This is an optimization exercise on Yosys and OpenROAD, whose aim is small area, a short achievable clock period and few clock cycles, not a production implementation.
RTL that was checked went through simulation tests only; none was proved equivalent to the original.
Function not checked in runs 1 and 2: the RTL went through the layout flow alone.
Power figures rest on the tool's default switching activity, not on a simulated workload.

### flow/design.v
module MFE(clk, reset, ready, busy, iaddr, idata, data_rd, addr, data_wr, wen);
input              clk, reset;
input              ready;
output reg         busy;
output reg  [13:0] iaddr;
input       [ 7:0] idata;
input       [ 7:0] data_rd;
output reg  [13:0] addr;
output reg  [ 7:0] data_wr;
output reg         wen;
function gt8;
    input [7:0] a, b;
    reg [7:0] g1, e1;
    reg [3:0] g2, e2;
    reg [1:0] g3, e3;
    integer i;
    begin
        g1 = a & ~b;
        e1 = a | ~b;
        for (i = 0; i < 4; i = i + 1) begin
            g2[i] = g1[2*i+1] | (e1[2*i+1] & g1[2*i]);
            e2[i] = g1[2*i+1] | (e1[2*i+1] & e1[2*i]);
        end
        for (i = 0; i < 2; i = i + 1) begin
            g3[i] = g2[2*i+1] | (e2[2*i+1] & g2[2*i]);
            e3[i] = g2[2*i+1] | (e2[2*i+1] & e2[2*i]);
        end
        gt8 = g3[1] | (e3[1] & g3[0]);
    end
endfunction
reg        p_first, p_second, p_third;
reg  [1:0] pcnt;        
reg        zcol;        
wire [6:0] rrow = iaddr[13:7];
wire [6:0] rcol = iaddr[6:0];
wire       pix_ok = !((p_third && rrow == 7'd127) || (p_second && rrow == 7'd0));
reg  [7:0] r0;
reg  [7:0] q0, q1, q2;                 
wire       ce0 = gt8(q0, r0) | p_first;
wire       ce1 = gt8(q1, r0) | !p_third;
always @(posedge clk) begin
    r0 <= pix_ok ? idata : 8'd0;
    q0 <= ce0 ? r0 : q0;
    q1 <= ce0 ? q0 : (ce1 ? r0 : q1);
    q2 <= ce1 ? q1 : r0;
end
reg  [23:0] P, Q;
always @(posedge clk) begin
    Q <= P;
    P <= p_first ? {q2, q1, q0} : Q;
end
wire [7:0] ql = Q[ 7: 0];
wire [7:0] qm = Q[15: 8];
wire [7:0] qh = Q[23:16];
wire [7:0] vl = zcol ? 8'd0 : ql;
wire [7:0] vm = zcol ? 8'd0 : qm;
wire [7:0] vh = zcol ? 8'd0 : qh;
reg  [7:0] L, H, mn, mx;
wire gtL = gt8(ql, L) & ~zcol;
wire ltH = gt8(H, qh) | zcol;
wire gtm = gt8(qm, mn) & ~zcol;
wire ltx = gt8(mx, qm) | zcol;
always @(posedge clk) begin
    if (p_first | gtL) L <= vl;
    if (p_first | ltH) H <= vh;
    if (p_first) begin
        mn <= vm;
        mx <= vm;
    end else if (p_second) begin
        if (!gtm) mn <= vm;
        if (!ltx) mx <= vm;
    end else begin
        if (gtm) mn <= ltx ? vm : mx;
    end
end
wire f_ab = gt8(L, mn), f_ac = gt8(L, H), f_bc = gt8(mn, H);
wire [7:0] f_med = f_ab ? (f_bc ? mn : (f_ac ? H : L)) : (f_ac ? L : (f_bc ? H : mn));
always @(posedge clk) begin
    data_wr <= f_med;
end
always @(posedge clk or posedge reset) begin
    if (reset) begin
        busy     <= 1'b0;
        wen      <= 1'b0;
        p_first  <= 1'b0;
        p_second <= 1'b0;
        p_third  <= 1'b1;
        pcnt     <= 2'd0;
    end else begin
        wen <= busy && p_first && pcnt == 2'd3;
        if (!busy) begin
            pcnt <= 2'd0;
            if (ready) begin
                busy     <= 1'b1;
                p_first  <= 1'b1;
                p_third  <= 1'b0;
            end
        end else begin
            p_first  <= p_third;
            p_second <= p_first;
            p_third  <= p_second;
            if (p_first && pcnt != 2'd3) pcnt <= pcnt + 2'd1;
            if (wen && addr == 14'd16383) begin
                busy     <= 1'b0;
                p_first  <= 1'b0;
                p_second <= 1'b0;
                p_third  <= 1'b1;
            end
        end
    end
end
always @(posedge clk) begin
    zcol <= (p_second && rcol == 7'd1) || (p_third && rcol == 7'd2);
    if (!busy && !ready) iaddr <= 14'd16256;
    else                 iaddr <= iaddr + (p_second ? 14'd16129 : 14'd128);
    addr <= iaddr - 14'd3;
end
endmodule
### flow/flow/run.sh
#!/bin/bash
# The standard layout (the standard.sh, all ORFS steps), with two changes:
#  - the ports get plain buf_2 buffers instead of the default delay-cell choice;
#  - clock tree synthesis uses no dummy loads.
set -euo pipefail
bash standard.sh \
  BUFFER_PORTS_ARGS="-buffer_cell sky130_fd_sc_hd__buf_2" \
  CTS_ARGS="-sink_clustering_enable -repair_clock_nets -dont_use_dummy_load -buf_list {sky130_fd_sc_hd__clkbuf_4 sky130_fd_sc_hd__clkbuf_8}" \
  finish > standard.log 2>&1
### flow/standard.sh
#!/bin/bash
# synth_recipe.tcl (not shown) runs the flow's synth.tcl, then flattens the netlist and writes it again
# the make line also repeats each setting of config.mk as NAME=value (left out here)
make -C /OpenROAD-flow-scripts/flow DESIGN_CONFIG=/design/flow/config.mk WORK_HOME=/design/flow/orfs CLKGATE_MAP_FILE= SYNTH_SCRIPT=/design/flow/synth_recipe.tcl "${@:-finish}"
### flow/config.mk
export PLATFORM = sky130hd
export DESIGN_NAME = MFE
export DESIGN_NICKNAME = MFE
export VERILOG_FILES = /design/flow/design.v
export SDC_FILE = /design/flow/constraint.sdc
export NUM_CORES = 4
export LEC_CHECK = 0
export CAP_MARGIN = 20
export CORE_MARGIN = 2
export CORE_UTILIZATION = 40
export CTS_BUF_LIST = sky130_fd_sc_hd__clkbuf_4 sky130_fd_sc_hd__clkbuf_8
export SETUP_SLACK_MARGIN = 4.5
export SLEW_MARGIN = 20
### flow/constraint.sdc
create_clock -name core_clock -period 7.0 [get_ports {clk}]
set_input_delay 1.4000 -clock core_clock [delete_from_list [all_inputs] [get_ports {clk}]]
set_output_delay 1.4000 -clock core_clock [all_outputs]
set_load 0.01 [all_outputs]
==> impl_metrics.yaml, run 1 <==
floorplanning:
  start_util_pct: 40.7
  fp-row-count: 47
  die_w_um: 134
  floorplan.die_area_um2: 17900
  core_area_um2: 16500
  pin_count: 57
  die_h_um: 134
clock_network:
  clk_path_buf_depth: 2
  htree_levels: 4
  clk_pin_slew_ns: 0.07
  clockRootBuffer: "clkbuf_8"
  numCtsBuffers: 17
  hold_buffers: 0
  cts_tree: "done"
  clkLatencyLatePin_ns: 0.45
  cts_sinks: 156
power_and_ir_drop:
  clkPwrFrac_pct: 11.9
  p_per_area_nw_per_um2: 523
  power.switching_uw: 1600
  total_power_uw: 4100
  p_comb_share_pct: 45.1
  p_seq_share_pct: 43.0
  p_int_uw: 2500
  p_leak_uw: 0.00333
  peakVddDrop_uv: 206
  p_sw_share_pct: 39.0
placement:
  port_buffers: 48
  dp_hpwl_um: 10500
  gp_congestion: 0.891
finish:
  nFillCells: 1537
  antennaDiodeCount: 0
  drive_gt1_share_pct: 23.0
  nets: 768
  layout.cells.most_common_list: "dfxtp_1, inv_1, nor2_1, edfxtp_1, buf_2"
  syn2layout_area_growth_pct: 16.6
  final_common_cell: "dfxtp_1"
detailed_routing:
  wirelength_um: 14600
  wl_per_cell_um: 15.3
  via_per_inst: 5.16
  drt_iter0_drc: 344
  post-route-drc-count: 0
  dr.pass1.iters: 5
  ant_nets: 0
  vias: 4924
timing:
  period_needed_ns: 2.58
  rsz0062_at_grt: "true"
  tightest_slew_ns: 0.912
  fin_crit_sh_pct: 36.8
  relSlewSlack_pct: 39.0
  finalHoldViolations: 0
  slew_viol_final: 0
  skew_ns: 0.0267
  clock.fmax_mhz: 388
  setup_viol: 0
  finalSetupTns_ns: 0
worst_setup_path:
  crit_type: "flip-flop to flip-flop"
  cpMostUsedCell: "maj3_2"
  slowest_stage: "o31a_4"
  path_depth: 7
  crit_chain: "nand2b_4, maj3_2, maj3_2, maj3_2, maj3_2, o31a_4, mux2_4"
  critPathMaxStageDelay_ns: 0.34
  worstPathArrival_ns: 2.75
  cp.required_ns: 7.18
  crit_fanout: 6
  worstPathBufferInverterCount: 0
  cp-start-kind: "flip-flop"
  ff2ff_path_depth: 7
  cp-end-kind: "flip-flop"
  critical_path.top_delay_family: "adder cells"
global_routing:
  grtUsageTotal_pct: 16.8
  grt_max_degree: 46
  grt_pass1_wl_um: 23600
  antenna_found_initial: 0
  grt_pass1_vias: 4790
  grt-ovfl-total: 0
synthesis:
  async_reset_ff_share_pct: 4.49
  synth_edf_count: 48
  netlist_area_um2: 6730
  synth.yosys.seq_area_share_pct: 54.1
  avgSynthCellArea_um2: 10.1
  synth.net_count: 696
  synth_top_flop_cell: "dfxtp_1"
  ys_seq_elements: 156
  synth_warnings: 1
  synth_cell_types: 61
  synthCells: 665
run:
  cap_violations: 0
hold_path:
  hp-class: "flip-flop to flip-flop"
  min_path_cells: 0
run_status:
  status: "complete, no violations"
## state kept, by name, indices dropped and copies added, names as in the netlist, 14 cells and up
signal,cells
addr,14
iaddr,14
Q,24
P,24
## logic make-up after synthesis
kind of cell / synth area share, %
AND/OR/NAND/NOR: 14.6
flip-flops: 54.1
AO/OA/AOI/OAI: 12.2
buffers and inverters: 5.45
adder cells (fa/ha/maj): 6.18
XOR/XNOR: 3.39
multiplexers: 4.02
## layout make-up
| cell class | count | area, um^2 | share of cell area [%] |
|---|---|---|---|
| Tap cell | 220 | 275 | 3.51 |
| Multi-Input combinational cell | 414 | 2910 | 37.1 |
| Inverter | 75 | 285 | 3.64 |
| Sequential cell | 156 | 3670 | 46.7 |
| Clock buffer | 17 | 234 | 2.98 |
| Timing Repair Buffer | 73 | 474 | 6.05 |
## cell usage after synthesis, types with 2 or more instances
library cell | instances | area share, %
nor2_1 | 49 | 2.7
o2111ai_1 | 2 | 0.26
o21ai_0 | 32 | 2.4
edfxtp_1 | 48 | 21
o21a_1 | 2 | 0.22
o21bai_1 | 2 | 0.22
nand2_1 | 47 | 2.6
o31a_1 | 3 | 0.39
inv_1 | 75 | 4.2
nor3_1 | 3 | 0.22
a211oi_1 | 2 | 0.22
nand2b_1 | 21 | 2.0
xor2_1 | 16 | 2.1
dfrtp_1 | 6 | 2.2
dfxtp_1 | 101 | 30
a31oi_1 | 3 | 0.28
xnor2_1 | 10 | 1.3
and2_1 | 11 | 1.0
mux2i_1 | 12 | 1.8
mux2_2 | 12 | 2.0
nor2b_1 | 15 | 1.4
ha_1 | 12 | 2.2
maj3_2 | 4 | 0.67
and3_1 | 6 | 0.56
or3_1 | 9 | 0.84
a21oi_1 | 34 | 2.5
clkbuf_1 | 16 | 0.89
a31o_2 | 2 | 0.26
o22ai_1 | 10 | 0.93
nand4_1 | 4 | 0.37
nor4_1 | 3 | 0.28
or2_2 | 4 | 0.37
a221oi_1 | 10 | 1.3
o221ai_1 | 4 | 0.52
nand3_1 | 22 | 1.6
maj3_1 | 22 | 3.3
o211ai_1 | 5 | 0.56
a22oi_1 | 3 | 0.33
## per-layer routing
layer / global-route usage [%] / part of all wire [%]
met5: 0 / 0
met4: 6.03 / 1.4
met3: 3.69 / 3.5
met2: 28.0 / 48
met1: 21.7 / 47
## stage by stage
| step | std cells | utilization (%) | setup slack [ns] | hold slack, ns | instance area, um^2 |
|---|---|---|---|---|---|
| floorplan | 665 | - | 4.46 | 0.310 | 6750 |
| global placement | 916 | 43.6 | 4.19 | 0.310 | 7200 |
| detailed placement | 916 | 43.6 | 4.18 | 0.312 | 7200 |
| CTS | 947 | 46.3 | 4.41 | 0.315 | 7650 |
| global route | 955 | 47.5 | 4.38 | 0.320 | 7840 |
| finish | 955 | 47.5 | 4.42 | 0.314 | 7840 |
## timing repair
item,4_1_cts,5_1_grt
pin swaps,8,11
resized for setup,33,24
buffers inserted,14,7
setup endpoints to repair,80,71
gates cloned,0,1
## worst paths after layout
kind	from	end	slack, ns
max	r0[0]$_SDFF_PP0_	q1[0]$_DFFE_PP_	4.42
min	P[23]$_DFF_P_	Q[23]$_DFF_P_	0.31
max reg2reg	r0[0]$_SDFF_PP0_	q1[0]$_DFFE_PP_	4.42
min reg2reg	P[23]$_DFF_P_	Q[23]$_DFF_P_	0.31
max in group asynchronous	reset	p_third$_DFFE_PP1N_	5.88
min in group asynchronous	reset	pcnt[0]$_DFFE_PP0P_	0.85
## power groups by stage
stage / registers, uW / logic, uW / clock network, uW
2_1_floorplan: 1690 / 1140 / 0
3_3_place_gp: 1760 / 1500 / 0
3_5_place_dp: 1770 / 1540 / 0
4_1_cts: 1750 / 1680 / 506
5_1_grt: 1820 / 2050 / 542
6_report: 1760 / 1850 / 486
==> inputs of run 2 (changes only) <==
--- a/flow/design.v
+++ b/flow/design.v
@@ -76,22 +76,27 @@
 wire f_ab = gt8(L, mn), f_ac = gt8(L, H), f_bc = gt8(mn, H);
 wire [7:0] f_med = f_ab ? (f_bc ? mn : (f_ac ? H : L)) : (f_ac ? L : (f_bc ? H : mn));
 always @(posedge clk) begin
-    data_wr <= f_med;
+    if (p_first) data_wr <= f_med;
 end
+reg        act, wr;
 always @(posedge clk or posedge reset) begin
     if (reset) begin
         busy     <= 1'b0;
+        act      <= 1'b0;
         wen      <= 1'b0;
+        wr       <= 1'b0;
         p_first  <= 1'b0;
         p_second <= 1'b0;
         p_third  <= 1'b1;
         pcnt     <= 2'd0;
     end else begin
-        wen <= busy && p_first && pcnt == 2'd3;
-        if (!busy) begin
+        wen <= act && p_first && pcnt == 2'd3;
+        wr  <= act && p_first && pcnt == 2'd3;
+        if (!act) begin
             pcnt <= 2'd0;
             if (ready) begin
                 busy     <= 1'b1;
+                act      <= 1'b1;
                 p_first  <= 1'b1;
                 p_third  <= 1'b0;
             end
@@ -100,8 +105,9 @@
             p_second <= p_first;
             p_third  <= p_second;
             if (p_first && pcnt != 2'd3) pcnt <= pcnt + 2'd1;
-            if (wen && addr == 14'd16383) begin
+            if (wr && addr == 14'd16383) begin
                 busy     <= 1'b0;
+                act      <= 1'b0;
                 p_first  <= 1'b0;
                 p_second <= 1'b0;
                 p_third  <= 1'b1;
@@ -111,8 +117,11 @@
 end
 always @(posedge clk) begin
     zcol <= (p_second && rcol == 7'd1) || (p_third && rcol == 7'd2);
-    if (!busy && !ready) iaddr <= 14'd16256;
-    else                 iaddr <= iaddr + (p_second ? 14'd16129 : 14'd128);
+    if (!act) begin
+        iaddr <= ready ? 14'd16256 + 14'd128 : 14'd16256;
+    end else begin
+        iaddr <= iaddr + (p_second ? 14'd16129 : 14'd128);
+    end
     addr <= iaddr - 14'd3;
 end
 endmodule
==> run 2 against run 1 <==
Still clean. Total power rose by 3.7%. Via count fell by 8.6%. Maximum frequency fell by 2.6%. Sequential cell count rose by 1. Register-to-register slack got worse by 0.07 ns. Utilization rose by 0.98 points. Critical endpoint is now q1[3]$_DFFE_PP_.
==> impl_metrics.yaml, run 2 <==
synthesis:
  synth_largest_area_cell: "dfxtp_1"
  synth_cell_types: 58
  post-synth-top-count-cell: "dfxtp_1"
  avgSynthCellArea_um2: 11.5
  synth_top_flop_cell: "dfxtp_1"
  synth_common_cells: "dfxtp_1, edfxtp_1, inv_1"
  synthCells: 586
  netlist_area_um2: 6720
  synth.net_count: 617
  synth_warnings: 1
  synth_area_leaders: "dfxtp_1, edfxtp_1, mux2_2"
  synth_edf_count: 56
  async_reset_ff_share_pct: 5.10
  ys_seq_elements: 157
  synth.yosys.seq_area_share_pct: 55.7
  yosysTopAreaCellShare_pct: 27.7
finish:
  drive_gt1_share_pct: 34.2
  syn2layout_area_growth_pct: 19.1
  multi_input_area_um2: 3100
  layout.cells.most_common_list: "dfxtp_1, edfxtp_1, buf_2, inv_1, nor2b_1"
  final_common_cell: "dfxtp_1"
  register_area_um2: 3780
  nFillCells: 1486
  nets: 693
  top_regs: "P x24, Q x24"
  final_core_util_pct: 48.4
  antennaDiodeCount: 0
timing:
  hold_slack_ns: 0.317
  slew_viol_final: 0
  fin_crit_sh_pct: 37.8
  finalHoldViolations: 0
  clock.fmax_mhz: 378
  rsz0062_at_grt: "true"
  period_needed_ns: 2.65
  relSlewSlack_pct: 42.8
  setup_viol: 0
  skew_ns: 0.0273
  tightest_slew_ns: 0.850
  finalSetupTns_ns: 0
clock_network:
  clkLatencyLatePin_ns: 0.44
  hold_buffers: 0
  numCtsBuffers: 17
  clk_path_buf_depth: 2
  htree_levels: 4
  clk_pin_slew_ns: 0.07
  cts_tree: "done"
  clockRootBuffer: "clkbuf_8"
  cts_sinks: 157
worst_setup_path:
  slowest_stage: "edfxtp_1"
  worstPathArrival_ns: 2.81
  cp.required_ns: 7.17
  r2r-start: "q0[0]$_DFFE_PN_"
  r2r-end: "q1[3]$_DFFE_PP_"
  critPathMaxStageDelay_ns: 0.41
  critical_path.top_delay_family: "adder cells"
  crit_fanout: 8
  worstPathBufferInverterCount: 1
  ff2ff_path_depth: 9
  crit_chain: "nor2b_4, maj3_2, maj3_2, maj3_2, o211ai_1, nand2_1, a211oi_4, buf_12, mux2_1"
  crit_type: "flip-flop to flip-flop"
  cpMostUsedCell: "maj3_2"
  cp-end-kind: "flip-flop"
  rrSetupSlack_ns: 4.35
  cp-start-kind: "flip-flop"
global_routing:
  grt-ovfl-total: 0
  grt_max_degree: 30
  grtUsageTotal_pct: 16.3
  grt_pass1_wl_um: 22800
  antenna_found_initial: 0
  grt_pass1_vias: 4510
run_status:
  status: "complete, no violations"
hold_path:
  hp-class: "flip-flop to flip-flop"
  min_to: "Q[6]$_DFF_P_"
  min_path_cells: 0
  hp-start: "P[6]$_DFF_P_"
detailed_routing:
  vias: 4502
  dr.pass1.iters: 4
  wirelength_um: 14100
  ant_nets: 0
  via_per_inst: 5.12
  wl_per_cell_um: 16.0
  drt_iter0_drc: 244
  post-route-drc-count: 0
floorplanning:
  die_w_um: 134
  start_util_pct: 40.7
  pin_count: 57
  die_h_um: 134
  fp-row-count: 47
  floorplan.die_area_um2: 17900
  core_area_um2: 16500
placement:
  dp_hpwl_um: 9790
  gp_congestion: 0.891
  port_buffers: 48
power_and_ir_drop:
  p_int_uw: 2710
  p_seq_share_pct: 42.5
  power.switching_uw: 1540
  clkPwrFrac_pct: 11.5
  p_comb_share_pct: 46.0
  p_leak_uw: 0.00330
  p_per_area_nw_per_um2: 531
  peakVddDrop_uv: 233
  p_sw_share_pct: 36.3
run:
  cap_violations: 0
run 2: timing repair:
item / 4_1_cts / 5_1_grt
pin swaps: 19 / 18
buffers inserted: 15 / 8
setup endpoints to repair: 86 / 84
gates resized for setup: 61 / 47
run 2: layer usage:
metal / GRT usage [%] / wire (um)
met5: 0 / 0
met4: 5.50 / 265
met3: 3.84 / 519
met2: 27.1 / 6750
met1: 20.9 / 6530
run 2: layout make-up:
type	count	share of cell area (%)
inverter	45	2.11
sequential	157	47.2
tap	220	3.44
clock buffer	17	2.92
multi-input combinational	369	38.8
timing repair buffer	72	5.60
run 2: per-stage QoR:
stage | instances | power (uW) | worst slack (ns) | instance area (um^2)
finish | 880 | 4250 | 4.35 | 8010
global placement | 840 | 3210 | 4.21 | 7200
CTS | 872 | 4030 | 4.38 | 7770
floorplan | 586 | 2840 | 4.46 | 6730
detailed placement | 840 | 3290 | 4.01 | 7200
global route | 880 | 4530 | 4.28 | 8010
run 2: cell families after synthesis:
family,share of synthesized area (%)
buffers and inverters,3.37
AOI/OAI and AO/OA,9.77
adders and majority gates,6.74
DFF,55.7
muxes,7.32
and+or+nand+nor,13.6
xor gates and xnor gates,3.52
run 2: how the worst max path moves through the flow:
stage / start / end / slack (ns) / depth (start not counted)
floorplan: q0[0]$_DFFE_PN_ / q1[0]$_DFFE_PP_ / 4.46 / 8
global placement: p_second$_DFFE_PP0P_ / iaddr[13]$_DFF_P_ / 4.21 / 10
detailed placement: p_second$_DFFE_PP0P_ / iaddr[13]$_DFF_P_ / 4.01 / 10
CTS: q0[0]$_DFFE_PN_ / q1[3]$_DFFE_PP_ / 4.38 / 9
global route: q0[0]$_DFFE_PN_ / q1[3]$_DFFE_PP_ / 4.28 / 9
finish: q0[0]$_DFFE_PN_ / q1[3]$_DFFE_PP_ / 4.35 / 9
run 2: power by group through the flow:
stage,Combinational [uW],Clock (uW),Sequential (uW)
global placement,1420,0,1800
floorplan,1130,0,1710
CTS,1730,505,1800
detailed placement,1470,0,1810
global route,2140,535,1860
finish,1960,490,1810
==> inputs of run 3 (changes only) <==
--- a/flow/design.v
+++ b/flow/design.v
@@ -78,25 +78,20 @@
 always @(posedge clk) begin
     if (p_first) data_wr <= f_med;
 end
-reg        act, wr;
 always @(posedge clk or posedge reset) begin
     if (reset) begin
         busy     <= 1'b0;
-        act      <= 1'b0;
         wen      <= 1'b0;
-        wr       <= 1'b0;
         p_first  <= 1'b0;
         p_second <= 1'b0;
         p_third  <= 1'b1;
         pcnt     <= 2'd0;
     end else begin
-        wen <= act && p_first && pcnt == 2'd3;
-        wr  <= act && p_first && pcnt == 2'd3;
-        if (!act) begin
+        wen <= busy && p_first && pcnt == 2'd3;
+        if (!busy) begin
             pcnt <= 2'd0;
             if (ready) begin
                 busy     <= 1'b1;
-                act      <= 1'b1;
                 p_first  <= 1'b1;
                 p_third  <= 1'b0;
             end
@@ -105,9 +100,8 @@
             p_second <= p_first;
             p_third  <= p_second;
             if (p_first && pcnt != 2'd3) pcnt <= pcnt + 2'd1;
-            if (wr && addr == 14'd16383) begin
+            if (wen && addr == 14'd16383) begin
                 busy     <= 1'b0;
-                act      <= 1'b0;
                 p_first  <= 1'b0;
                 p_second <= 1'b0;
                 p_third  <= 1'b1;
@@ -117,7 +111,7 @@
 end
 always @(posedge clk) begin
     zcol <= (p_second && rcol == 7'd1) || (p_third && rcol == 7'd2);
-    if (!act) begin
+    if (!busy) begin
         iaddr <= ready ? 14'd16256 + 14'd128 : 14'd16256;
     end else begin
         iaddr <= iaddr + (p_second ? 14'd16129 : 14'd128);
==> flow/flow/run.sh (replaced) <==
#!/bin/bash
# The standard layout (the standard.sh, all ORFS steps), with three changes:
#  - Yosys's ABC maps with flow/abc_speed.script (the classic delay-targeted
#    mapper) in place of ORFS's abc_speed.script; ORFS's scripts are otherwise
#    used unchanged, from a copy in this folder;
#  - the ports get plain buf_2 buffers instead of the default delay-cell choice;
#  - clock tree synthesis uses no dummy loads.
set -euo pipefail
here=$(pwd)
rm -rf "$here/orfs_scripts"
cp -r "$FLOW_HOME/scripts" "$here/orfs_scripts"
cp "$here/flow/abc_speed.script" "$here/orfs_scripts/abc_speed.script"
bash standard.sh \
  SCRIPTS_DIR="$here/orfs_scripts" \
  BUFFER_PORTS_ARGS="-buffer_cell sky130_fd_sc_hd__buf_2" \
  CTS_ARGS="-sink_clustering_enable -repair_clock_nets -dont_use_dummy_load -buf_list {sky130_fd_sc_hd__clkbuf_4 sky130_fd_sc_hd__clkbuf_8}" \
  finish > standard.log 2>&1
==> flow/flow/abc_speed.script (new file) <==
strash
dch
map -D 1300
topo
buffer -c
upsize -c -D 1300
dnsize -c -D 1300
==> run 3 against run 2 <==
Setup slack improved by 0.22 ns. Sequential power fell by 38%. Still clean. Non-clock buffer count fell by 5. Largest power group is now registers. Largest cell class unchanged. Clock skew fell by 0.0080 ns.
==> impl_metrics.yaml, run 3 <==
run_status:
  status: "complete, no violations"
clock_network:
  numCtsBuffers: 17
  htree_levels: 4
  clk_pin_slew_ns: 0.08
  hold_buffers: 0
  cts_tree: "done"
  cts_sinks: 156
  clk_path_buf_depth: 2
  clkLatencyLatePin_ns: 0.44
  clockRootBuffer: "clkbuf_8"
timing:
  slew_viol_final: 0
  rsz0062_at_grt: "true"
  relSlewSlack_pct: 34.9
  hold_slack_ns: 0.308
  finalSetupTns_ns: 0
  finalHoldViolations: 0
  setup_viol: 0
  skew_ns: 0.0193
  tightest_slew_ns: 0.975
  period_needed_ns: 2.43
  clock.fmax_mhz: 412
  fin_crit_sh_pct: 34.6
worst_setup_path:
  cp-end-kind: "primary output"
  cp-start-kind: "flip-flop"
  critical_path.top_delay_family: "flip-flops"
  critPathMaxStageDelay_ns: 0.42
  cp.required_ns: 5.60
  crit_fanout: 8
  slowest_stage: "dfxtp_2"
  worstPathArrival_ns: 1.03
  worstPathBufferInverterCount: 1
  crit_type: "flip-flop to primary output"
  crit_chain: "buf_2"
floorplanning:
  die_w_um: 134
  floorplan.die_area_um2: 18000
  fp-row-count: 47
  start_util_pct: 40.9
  pin_count: 57
  die_h_um: 134
  core_area_um2: 16500
synthesis:
  synth_area_leaders: "dfxtp_1, edfxtp_1, o21ai_0"
  post-synth-top-count-cell: "inv_1"
  synth.yosys.seq_area_share_pct: 55.0
  synth.net_count: 781
  synth_compound_gate_area_share_pct: 19.3
  synth_top_flop_cell: "dfxtp_1"
  synth_common_cells: "inv_1, dfxtp_1, o21ai_0"
  synth_warnings: 1
  synth_top_family_by_area: "compound AO/OA/AOI/OAI gates"
  synthCells: 750
  netlist_area_um2: 6760
  synth_edf_count: 56
  synth_largest_area_cell: "dfxtp_1"
  synth_mux_area_share_pct: 0.500
  ys_seq_elements: 156
  async_reset_ff_share_pct: 4.49
  synth_cell_types: 51
  avgSynthCellArea_um2: 9.01
  yosysTopAreaCellShare_pct: 27.5
  synthXorXnorAreaFrac_pct: 2.46
  synth-simple-area-share_pct: 12.6
  synth-adder-area-share_pct: 2.22
detailed_routing:
  via_per_inst: 5.03
  dr.pass1.iters: 4
  wl_met2_um: 6490
  drt_iter0_drc: 347
  highest_layer: "met4"
  wl_per_cell_um: 14.0
  route.met3.wl_um: 656
  wirelength_um: 14400
  drt-met1-wl_um: 6990
  post-route-drc-count: 0
  vias: 5173
  ant_nets: 0
power_and_ir_drop:
  peakVddDrop_uv: 129
  p_leak_uw: 0.00336
  p_per_area_nw_per_um2: 265
finish:
  antennaDiodeCount: 0
  final_common_cell: "inv_1"
  syn2layout_area_growth_pct: 12.3
  nets: 842
  nFillCells: 1633
  top_regs: "P x24, Q x24"
  layout.cells.most_common_list: "inv_1, nand2_1, o21ai_0, nor2_1, dfxtp_1"
  fin_area_um2: 7590
  drive_gt1_share_pct: 15.2
hold_path:
  hp-class: "flip-flop to flip-flop"
global_routing:
  grt_pass1_wl_um: 23800
  grtUsageTotal_pct: 16.8
  antenna_found_initial: 0
  grt_max_degree: 40
  grt_pass1_vias: 4814
  grt-ovfl-total: 0
placement:
  dp_hpwl_um: 10300
  port_buffers: 48
  placed_area_um2: 7160
  gp_congestion: 0.857
run:
  cap_violations: 0
## run 3: cell count changes after synthesis, sizes merged, moves of 12 or more
| cell | previous run | this run |
|---|---|---|
| and2 | 16 | 0 |
| o22ai | 7 | 19 |
| o21ai | 20 | 100 |
| nand2b | 14 | 0 |
| mux2 | 40 | 3 |
| nor2 | 33 | 86 |
| nor2b | 39 | 0 |
| maj3 | 29 | 0 |
| inv | 45 | 104 |
| nand2 | 22 | 89 |
| a21oi | 17 | 54 |
## run 3: final cells by class
| class | instances | area (um^2) | area share (%) |
|---|---|---|---|
| clock buffers | 17 | 234 | 3.08 |
| inverters | 104 | 390 | 5.14 |
| multi-input cells | 465 | 2570 | 33.9 |
| flip-flops and latches | 156 | 3740 | 49.2 |
| well taps | 220 | 275 | 3.63 |
| repair buffers | 67 | 383 | 5.04 |
## run 3: worst paths after layout
kind	from	to	slack, ns	cells after the start
hold / removal	P[3]$_DFF_P_	Q[3]$_DFF_P_	0.31	0
setup / recovery	iaddr[3]$_SDFF_PN0_	iaddr[3]	4.57	1
setup reg to reg	mn[7]$_DFFE_PP_	mn[5]$_DFFE_PP_	4.67	9
hold reg to reg	P[3]$_DFF_P_	Q[3]$_DFF_P_	0.31	0
min in group asynchronous	reset	p_second$_DFFE_PP0P_	0.87	2
max in group asynchronous	reset	p_third$_DFFE_PP1P_	5.86	2
## run 3: through the flow
step,cells,utilization [%],total power [uW],setup WS (ns)
floorplan,750,-,1410,4.59
global placement,994,43.3,1500,4.42
detailed placement,994,43.3,1500,4.43
CTS,1013,45.0,2000,4.50
global route,1029,45.9,2130,4.48
finish,1029,45.9,2010,4.57
## run 3: timing repair
item	CTS	global route
resized for setup	10	9
setup buffers	1	15
pin swaps	1	4
setup endpoints to repair	25	26
gates cloned	1	1
## run 3: where the power goes
part	internal [uW]	switching [uW]
clock	214	279
combinational	153	243
sequential	1060	61.4
## run 3: logic make-up after synthesis
kind of cell	after synthesis
buffers and inverters	131
muxes	3
xor gates and xnor gates	19
adders and majority gates	12
and+or+nand+nor	211
AOI/OAI and AO/OA	218
DFF	156
## run 3: metal layers
layer | up-vias | track usage [%]
met5 | - | 0
met4 | 0 | 6.32
met3 | 19 | 4.01
met2 | 112 | 26.1
met1 | 2380 | 23.0
li1 | 2662 | -
Testbench counts of run 3, summed over its fixed seeds: cycles 393,296.

## afterwards: timing with drivers on the ports
How much do the figures lean on ideal ports? The routed layouts below were timed once more, with nothing changed but the port constraints. Step 1 sets driving cells, clkbuf_16 on the clock port and buf_2 on the other inputs (assumed; they add their load-dependent delay and slew). Step 2 also shifts input and output timing later by t, the mid clock arrival at the registers, as if the neighbouring blocks saw the same clock. Slacks: no drivers / after step 1 / after step 2; pairs: no drivers / after step 1.
run | shift t [ns] | setup WS [ns] | latest minus earliest clock arrival (ns) | worst register clock-pin slew, ns | pins driven straight from the clock port
run 1 | 0.472 | 4.423 / 4.423 / 4.423 | 0.028 / 0.027 | 0.09 / 0.09 | 1
run 2 | 0.462 | 4.353 / 4.353 / 4.353 | 0.029 / 0.029 | 0.09 / 0.09 | 1
run 3 | 0.471 | 4.575 / 4.537 / 4.672 | 0.020 / 0.019 | 0.08 / 0.08 | 1
After both steps setup and hold are still met in every run listed.
